This is an optimization exercise on Yosys and OpenROAD, whose aim is small area and a short achievable clock period, not a production implementation.
Only simulation tests tie the RTL to the original design; equivalence was not proved.
Power and IR drop assume default switching activity.

==> flow/design.v (outline; a module is shown in full before it is edited, if it fits) <==
// module vedicmult_16bit: 1602 lines
// module FA: 4 lines
// module XN2: 3 lines
// module OR2: 3 lines
// module X2: 3 lines
// module NR2: 3 lines
module vedicmult_16bit(input [15:0] a, b,
input clk, reset,
output reg [31:0] out);
  // ...
==> flow/flow/run.sh <==
#!/bin/bash
# Own layout flow: the standard ORFS flow (standard.sh), with the input and
# output port buffers made of plain buf_2 cells (the default picks a delay cell);
# the output buffers are then cut down to buf_1 before detailed placement.
set -euo pipefail
export BUFFER_PORTS_ARGS="-buffer_cell sky130_fd_sc_hd__buf_2"
export PRE_FLOORPLAN_TCL="$PWD/flow/pre_floorplan.tcl"
export PRE_DETAIL_PLACE_TCL="$PWD/flow/pre_detail_place.tcl"
bash standard.sh > standard.log 2>&1
==> flow/flow/pre_detail_place.tcl <==
# Output ports drive only the 10 fF pin load and have ample slack: their port
# buffers can be the smallest buffer.
set n 0
foreach inst [[ord::get_db_block] getInsts] {
  set m [[$inst getMaster] getName]
  set name [$inst getName]
  if { $m eq "sky130_fd_sc_hd__buf_2" && [string match "output*" $name] } {
    replace_cell [get_cells $name] sky130_fd_sc_hd__buf_1
    incr n
  }
}
puts "pre_detail_place: resized $n output buffers"
==> flow/flow/pre_floorplan.tcl <==
# Synthesis (abc) maps each Booth selector to an a22oi_2; the _1 cell is the
# same function in less area and easily drives the single gate it feeds.
set swaps {sky130_fd_sc_hd__a22oi_2 sky130_fd_sc_hd__a22oi_1}
set n 0
foreach inst [[ord::get_db_block] getInsts] {
  set m [[$inst getMaster] getName]
  if { [dict exists $swaps $m] } {
    replace_cell [get_cells [$inst getName]] [dict get $swaps $m]
    incr n
  }
}
puts "pre_floorplan: resized $n cells"
==> flow/standard.sh <==
#!/bin/bash
# synth_recipe.tcl (not shown) runs the flow's synth.tcl, then flattens the netlist and writes it again
# the make line also repeats each setting of config.mk as NAME=value (left out here)
make -C /OpenROAD-flow-scripts/flow DESIGN_CONFIG=/design/flow/config.mk WORK_HOME=/design/flow/orfs CLKGATE_MAP_FILE= SYNTH_SCRIPT=/design/flow/synth_recipe.tcl "${@:-finish}"
==> flow/config.mk <==
export PLATFORM = sky130hd
export DESIGN_NAME = vedicmult_16bit
export DESIGN_NICKNAME = vedicmult_16bit
export VERILOG_FILES = /design/flow/design.v
export SDC_FILE = /design/flow/constraint.sdc
export NUM_CORES = 4
export LEC_CHECK = 0
export CAP_MARGIN = 20
export CORE_MARGIN = 2
export CORE_UTILIZATION = 40
export CTS_BUF_LIST = sky130_fd_sc_hd__clkbuf_4
export CTS_CLUSTER_SIZE = 8
export SLEW_MARGIN = 20
export SYNTH_HIERARCHICAL = 1
export SYNTH_MINIMUM_KEEP_SIZE = 0
==> flow/constraint.sdc <==
create_clock -name core_clock -period 17.0 [get_ports {clk}]
set_input_delay 3.4000 -clock core_clock [delete_from_list [all_inputs] [get_ports {clk}]]
set_output_delay 3.4000 -clock core_clock [all_outputs]
set_load 0.01 [all_outputs]
==> impl_metrics.toml, run 1 <==
[outcome]
outcome = "complete, no violations"

[critical_path]
critPathTopFamily = "adder cells"
crit_top_cell = "fa_1"
cp-endpoint = "out[31]"
crit_arrival_ps = 8610

[grt]
grt_max_degree = 33
grt_first_pass_wirelength_um = 31600
met3_usage = 0.0314

[yosys]
synth_compound_area_frac = 0.0449
synth_area_leaders = "fa_1 54%, nand2_1 13%, dfxtp_1 8.8%, xnor2_1 5.3%, clkbuf_1 3.4%"
yosysMostFrequentCell = "nand2_1"
synthArstFlopShare = 0
ys_types = 35
synth_area_um2 = 7280

[drt]
ant_nets = 0
met3WireLength_um = 1050
drc = 0
num_vias = 5286
top_layer = "met4"
post_drt_wl_per_cell_um = 18.8

[place]
dp.cells = 991

[power_and_ir_drop]
peakVddDrop_mv = 0.123
pg_seq_mw = 0.120
maxPowerGroup = "combinational logic"
clockPowerShare = 0.026
p_comb_mw = 1.37

[final_layout]
largest_class = "multi-input gates"
fill_cells = 1775
largest-register = "out"
n_clock_buffer = 5
signal_buffers = 65
layout.nonclk_buf_frac = 0.0373
drive_gt1_frac = 0.0637
insertedDiodeCount = 0

[clocking]
postCtsHoldBufs = 0

[timing]
clock.fmax_mhz = 120

[floorplanning]
die_h_um = 139
tap_cells = 229
num_rows = 49
==> inputs of run 2 (changes only) <==
--- a/flow/flow/run.sh
+++ b/flow/flow/run.sh
@@ -6,4 +6,5 @@
 export BUFFER_PORTS_ARGS="-buffer_cell sky130_fd_sc_hd__buf_2"
 export PRE_FLOORPLAN_TCL="$PWD/flow/pre_floorplan.tcl"
 export PRE_DETAIL_PLACE_TCL="$PWD/flow/pre_detail_place.tcl"
+export SETUP_SLACK_MARGIN=8.8
 bash standard.sh > standard.log 2>&1
==> impl_metrics.toml, run 2 <==
[final_layout]
top_regs = "out (32)"
final_area_um2 = 7850
layout_common_cells = "261 x nand2_1, 192 x fa_1, 43 x xnor2_1, 34 x nor2b_1"
fin_util = 0.438
syn_to_final_growth_pct = 7.84
largest_reg_flops = 32
drive_gt1_frac = 0.0856
finalNonFillerCells = 1001
largest-register = "out"
layout.nets = 1001
final_common_cell = "nand2_1"

[floorplanning]
die_h_um = 139
die_area_um2 = 19300
die_w_um = 139
core-area_um2 = 17900
num_rows = 49
io_pins = 66
initial_core_util = 0.407

[min_path]
worstHoldPathCells = 2
hp-class = "in -> reg"
min_to = "out[0]"
hp-start = "b[0]"

[yosys]
synth_nets = 993
yosysMostFrequentCell = "nand2_1"
synth_common_cells = "261 x nand2_1, 197 x fa_1, 65 x clkbuf_1"
netlist_instances = 762
synthArstFlopShare = 0
synth_area_leader_cell = "fa_1"
ys_ff_latch = 32
ys_warn_count = 7
synth_area_um2 = 7280
synth.top_cell.area_share = 0.542
synth_flop_cell = "dfxtp_1"
synth.avg_cell_area_um2 = 9.55
ys_types = 35
synth_edf_count = 0
synth_seq_area_share = 0.0880
synth_area_leaders = "fa_1 54%, nand2_1 13%, dfxtp_1 8.8%, xnor2_1 5.3%, clkbuf_1 3.4%"

[outcome]
outcome = "complete, no violations"

[timing]
final-setup-viol-count = 0
rsz0062_at_grt = "false"
drv_slew = 0
fin_crit_sh = 0.472
hold_ws_ps = 3440
clock.fmax_mhz = 125
setup_ws_ps = 8980
hold_viol = 0
setup_tns_ps = 0
finalCriticalPeriod_ps = 8020

[drt]
post_drt_wl_per_cell_um = 18.9
drt_iter0_markers = 233
wl_um = 18900
via_per_inst = 5.31
first_pass_iters = 4
num_vias = 5318
drc = 0
ant_nets = 0

[power_and_ir_drop]
p_per_area_nw_per_um2 = 206
p_leak_nw = 2.74
peakVddDrop_mv = 0.132
p_total_mw = 1.62

[clocking]
cts_made_buffers = 5
clkSinkCount = 32
cts-root-buf = "clkbuf_4"
postCtsHoldBufs = 0
clock_path_buffers = 2
ctsHtreeMaxLevel = 2
tritoncts = "built"
clkTransAtPathRegs_ps = 110

[critical_path]
crit_required_ps = 17270
critPathLaunchType = "primary input"
cp_max_fo = 16
crit_path_end_kind = "flip-flop"
crit_arrival_ps = 8290
critPathKind = "in -> reg"

[grt]
track_usage = 0.210
first_global_vias = 5974
grt-ovfl-total = 0
grt_first_pass_wirelength_um = 31700
grt_max_degree = 33
antenna_found_initial = 1

[place]
placed_area_um2 = 7630
pre_cts_ws_ps = 8380
gp_congestion = 0.815
portBuffers = 65
place_hpwl_um = 15000
dp.cells = 991

[flow_run]
drv_cap = 0
-- run 2: cell counts after synthesis --
Identical to the previous run, type by type.
-- run 2: what timing repair did --
item                       CTS  global route
setup buffers                0             1
setup endpoints to repair    2             8
pin swaps                    0             3
resized for setup            3            52
-- run 2: cell families after synthesis --
logic type / Yosys count / synth area share
AOI/OAI and AO/OA: 42 / 0.0449
DFF: 32 / 0.0880
adders and majority gates: 197 / 0.542
other: 1 / 0.000515
buffers and inverters: 68 / 0.0351
and+or+nand+nor: 351 / 0.204
xor gates and xnor gates: 71 / 0.0854
-- run 2: metal layers --
layer,GRT usage,vias to the layer above,share of wire
met5,0,-,0
li1,-,2304,-
met1,0.262,2817,0.40
met3,0.0297,29,0.051
met4,0.0595,0,0.019
met2,0.382,168,0.53
-- run 2: layout make-up --
| cell class | count | area, um2 |
|---|---|---|
| diodes | 1 | 2.50 |
| clock buffers | 5 | 37.5 |
| clock inverters | 3 | 18.8 |
| fillers | 1783 | 10100 |
| inverters | 3 | 11.3 |
| multi-input cells | 662 | 6460 |
| flip-flops and latches | 32 | 641 |
| well taps | 229 | 287 |
| repair buffers | 66 | 395 |
-- run 2: worst max-delay path, cell delays in order --
cell and delay (ps):
buf_2 350, nand2_1 150, fa_1 610, fa_1 450, fa_1 430, fa_1 570, fa_1 450, xor2_1 200
and4_2 260, a221o_1 380, a21oi_4 240, o31ai_4 120, a311oi_2 340, o21bai_1 110, xnor2_1 160, nor2b_1 50
-- run 2: modules after synthesis, one instance, submodules excluded --
module	copies in the design	cell area (um2)	cells	flip-flops and latches
XN2	44	8.76	1	0
FA	197	20.0	1	0
X2	27	8.76	1	0
vedicmult_16bit	1	2510	451	32
OR2	16	6.26	1	0
NR2	27	3.75	1	0
-- run 2: how the worst max path moves through the flow --
stage / end / cells past startpoint / slack [ps] / from
finish: out[30] / 16 / 8980 / a[1]
global route: out[31] / 18 / 8800 / a[10]
CTS: out[29] / 18 / 8800 / b[4]
detailed placement: out[29] / 18 / 8380 / a[14]
global placement: out[29] / 18 / 8410 / a[14]
floorplan: out[29] / 18 / 8800 / b[3]
-- run 2: power by group --
group | internal, mW | switching, mW
Combinational | 0.667 | 0.785
Sequential | 0.114 | 0.00661
Clock | 0.0155 | 0.0297
==> inputs of run 3 (changes only) <==
--- a/flow/flow/run.sh
+++ b/flow/flow/run.sh
@@ -6,5 +6,4 @@
 export BUFFER_PORTS_ARGS="-buffer_cell sky130_fd_sc_hd__buf_2"
 export PRE_FLOORPLAN_TCL="$PWD/flow/pre_floorplan.tcl"
 export PRE_DETAIL_PLACE_TCL="$PWD/flow/pre_detail_place.tcl"
-export SETUP_SLACK_MARGIN=8.8
 bash standard.sh > standard.log 2>&1
--- a/flow/config.mk
+++ b/flow/config.mk
@@ -8,8 +8,9 @@
 export CAP_MARGIN = 20
 export CORE_MARGIN = 2
 export CORE_UTILIZATION = 40
-export CTS_BUF_LIST = sky130_fd_sc_hd__clkbuf_4
-export CTS_CLUSTER_SIZE = 8
+export CTS_BUF_LIST = sky130_fd_sc_hd__clkbuf_8 sky130_fd_sc_hd__clkbuf_16
+export CTS_CLUSTER_DIAMETER = 200
+export CTS_CLUSTER_SIZE = 32
 export SLEW_MARGIN = 20
 export SYNTH_HIERARCHICAL = 1
 export SYNTH_MINIMUM_KEEP_SIZE = 0
==> impl_metrics.toml, run 3 <==
[critical_path]
crit_path_end_kind = "flip-flop"
crit_arrival_ps = 8600
cp_max_fo = 16
critPathLaunchType = "primary input"
critPathKind = "in -> reg"
crit_required_ps = 17220

[yosys]
synth_edf_count = 0
synth_common_cells = "261 x nand2_1, 197 x fa_1, 65 x clkbuf_1"
yosys.area_share.simple = 0.204
synthArstFlopShare = 0
synth_area_um2 = 7280
synth_compound_area_frac = 0.0449
yosysMostFrequentCell = "nand2_1"
synthAdderAreaFrac = 0.542
synth_flop_cell = "dfxtp_1"
synth.area.mux_share = 0
synth_nets = 993
synth_seq_area_share = 0.0880
synth.top_cell.area_share = 0.542
synth_top_family_by_area = "adder cells"
ys_ff_latch = 32
synth.avg_cell_area_um2 = 9.55
netlist_instances = 762
synth_xor_area_frac = 0.0854
ys_types = 35
synth_area_leaders = "fa_1 54%, nand2_1 13%, dfxtp_1 8.8%, xnor2_1 5.3%, clkbuf_1 3.4%"
ys_warn_count = 7
synth_area_leader_cell = "fa_1"

[clocking]
clkSinkCount = 32
clkTransAtPathRegs_ps = 50
tritoncts = "built"
cts_made_buffers = 5
postCtsHoldBufs = 0
post_cts_resized = 0
post_cts_buffers = 0
cts-root-buf = "clkbuf_16"
ctsHtreeMaxLevel = 2
clock_path_buffers = 2

[final_layout]
top_regs = "out (32)"
insertedDiodeCount = 0
layout_common_cells = "261 x nand2_1, 197 x fa_1, 44 x xnor2_1, 34 x nor2b_1, 33 x buf_2"
final_common_cell = "nand2_1"
fill_cells = 1766
largest-register = "out"
syn_to_final_growth_pct = 6.60
largest_reg_flops = 32
layout.nets = 1000
drive_gt1_frac = 0.0663
finalNonFillerCells = 998
final_area_um2 = 7760
fin_util = 0.433

[place]
portBuffers = 65
place_hpwl_um = 14500
pre_cts_ws_ps = 8310
dp.cells = 991
placed_area_um2 = 7610
gp_congestion = 0.831

[timing]
finalCriticalPeriod_ps = 8380
final-setup-viol-count = 0
drv_slew = 0
clock.fmax_mhz = 119
fin_crit_sh = 0.493
hold_viol = 0
setup_ws_ps = 8620
rsz0062_at_grt = "false"
hold_ws_ps = 3590
setup_tns_ps = 0

[min_path]
min_to = "out[30]"
hp-class = "in -> reg"
worstHoldPathCells = 2
hp-start = "reset"

[flow_run]
drv_cap = 0

[drt]
num_vias = 5275
wl_um = 18800
drc = 0
first_pass_iters = 5
via_per_inst = 5.29
ant_nets = 0
post_drt_wl_per_cell_um = 18.8
drt_iter0_markers = 262

[floorplanning]
num_rows = 49
die_w_um = 139
die_h_um = 139
io_pins = 66
core-area_um2 = 17900
initial_core_util = 0.407
die_area_um2 = 19300

[grt]
first_global_vias = 6012
grt_max_degree = 33
grt-ovfl-total = 0
grt_first_pass_wirelength_um = 31700
antenna_found_initial = 0
track_usage = 0.212

[outcome]
outcome = "complete, no violations"

[power_and_ir_drop]
p_total_mw = 1.58
p_per_area_nw_per_um2 = 204
p_leak_nw = 2.73
peakVddDrop_mv = 0.152
==> run 3: cell counts after synthesis <==
No cell type changed its count.
==> run 3: modules after synthesis (local to each module, per instance) <==
module           cells  area (um2)  times used
OR2                  1        6.26          16
X2                   1        8.76          27
NR2                  1        3.75          27
XN2                  1        8.76          44
FA                   1        20.0         197
vedicmult_16bit    451        2510           1
==> run 3: cell families (layout without fill, tap and decap cells) <==
logic type      count (synthesis)  after routing
simple gates                  351            351
fa+ha+maj                     197            197
xor+xnor                       71             71
buf+inv                        68             75
compound gates                 42             42
flops                          32             32
other cells                     1              1
==> run 3: worst max path at each step <==
stage / from / endpoint / slack, ps
after floorplan: a[14] / out[31] / 8510
after global placement: a[12] / out[31] / 8310
after detailed placement: a[14] / out[31] / 8310
after CTS: b[4] / out[31] / 8600
after global routing: a[14] / out[31] / 8250
final: b[4] / out[31] / 8620
==> run 3: worst max-delay path, stage by stage <==
cell and delay, ps:
buf_2 340, nand2_1 140, fa_1 470, fa_1 600
fa_1 470, fa_1 440, fa_1 490, fa_1 550
xor2_1 310, a21oi_1 150, o21a_1 230, nor2_1 190
nor3_4 70, o31ai_4 110, a311oi_2 170, o31ai_1 260
xnor2_1 110, nor2b_1 100
==> run 3: power breakdown <==
group	switching, mW	total (mW)	internal [mW]
sequential	0.00629	0.121	0.115
combinational	0.748	1.37	0.622
clock	0.0306	0.0918	0.0612
total	0.785	1.58	0.798
==> run 3: cell type report <==
class                           instances  area, um2  share of cell area
Multi-Input combinational cell        662       6380               0.823
Sequential cell                        32        641              0.0826
Tap cell                              229        287              0.0369
Timing Repair Buffer                   65        285              0.0368
Clock buffer                            7        153              0.0197
Inverter                                3       11.3             0.00145
==> run 3: routing by layer <==
metal  share of wire  GRT usage
met2            0.53      0.382
met3           0.054     0.0304
met5               0          0
met4           0.018     0.0532
met1            0.40      0.270

-- separate check: timing with driven ports --
Ports are ideal in the flow. The routed layouts listed here were re-timed in OpenROAD. Step 1: set_driving_cell puts a clkbuf_16 on clk and a buf_2 on each other input, an assumption about the parent block. Step 2 moves the port delays by t, midway between the first and last clock arrival at a register: inputs arrive t later, outputs are due t later. That takes back most of the time a late clock gives input paths. Three values: ideal ports, drivers, drivers and shift; two values: the first two.
run	shift t [ns]	setup slack, ns	clock arrival spread, ns
run 1	0.377	8.682 / 8.690 / 8.313	0.005 / 0.006
run 2	0.391	8.977 / 8.984 / 8.594	0.014 / 0.013
run 3	0.319	8.620 / 8.636 / 8.317	0.007 / 0.008
After both steps every run listed still meets setup and hold. The setup slack of run 2, which loses most, moves by +0.007 ns with the drivers and by -0.383 ns with both steps.
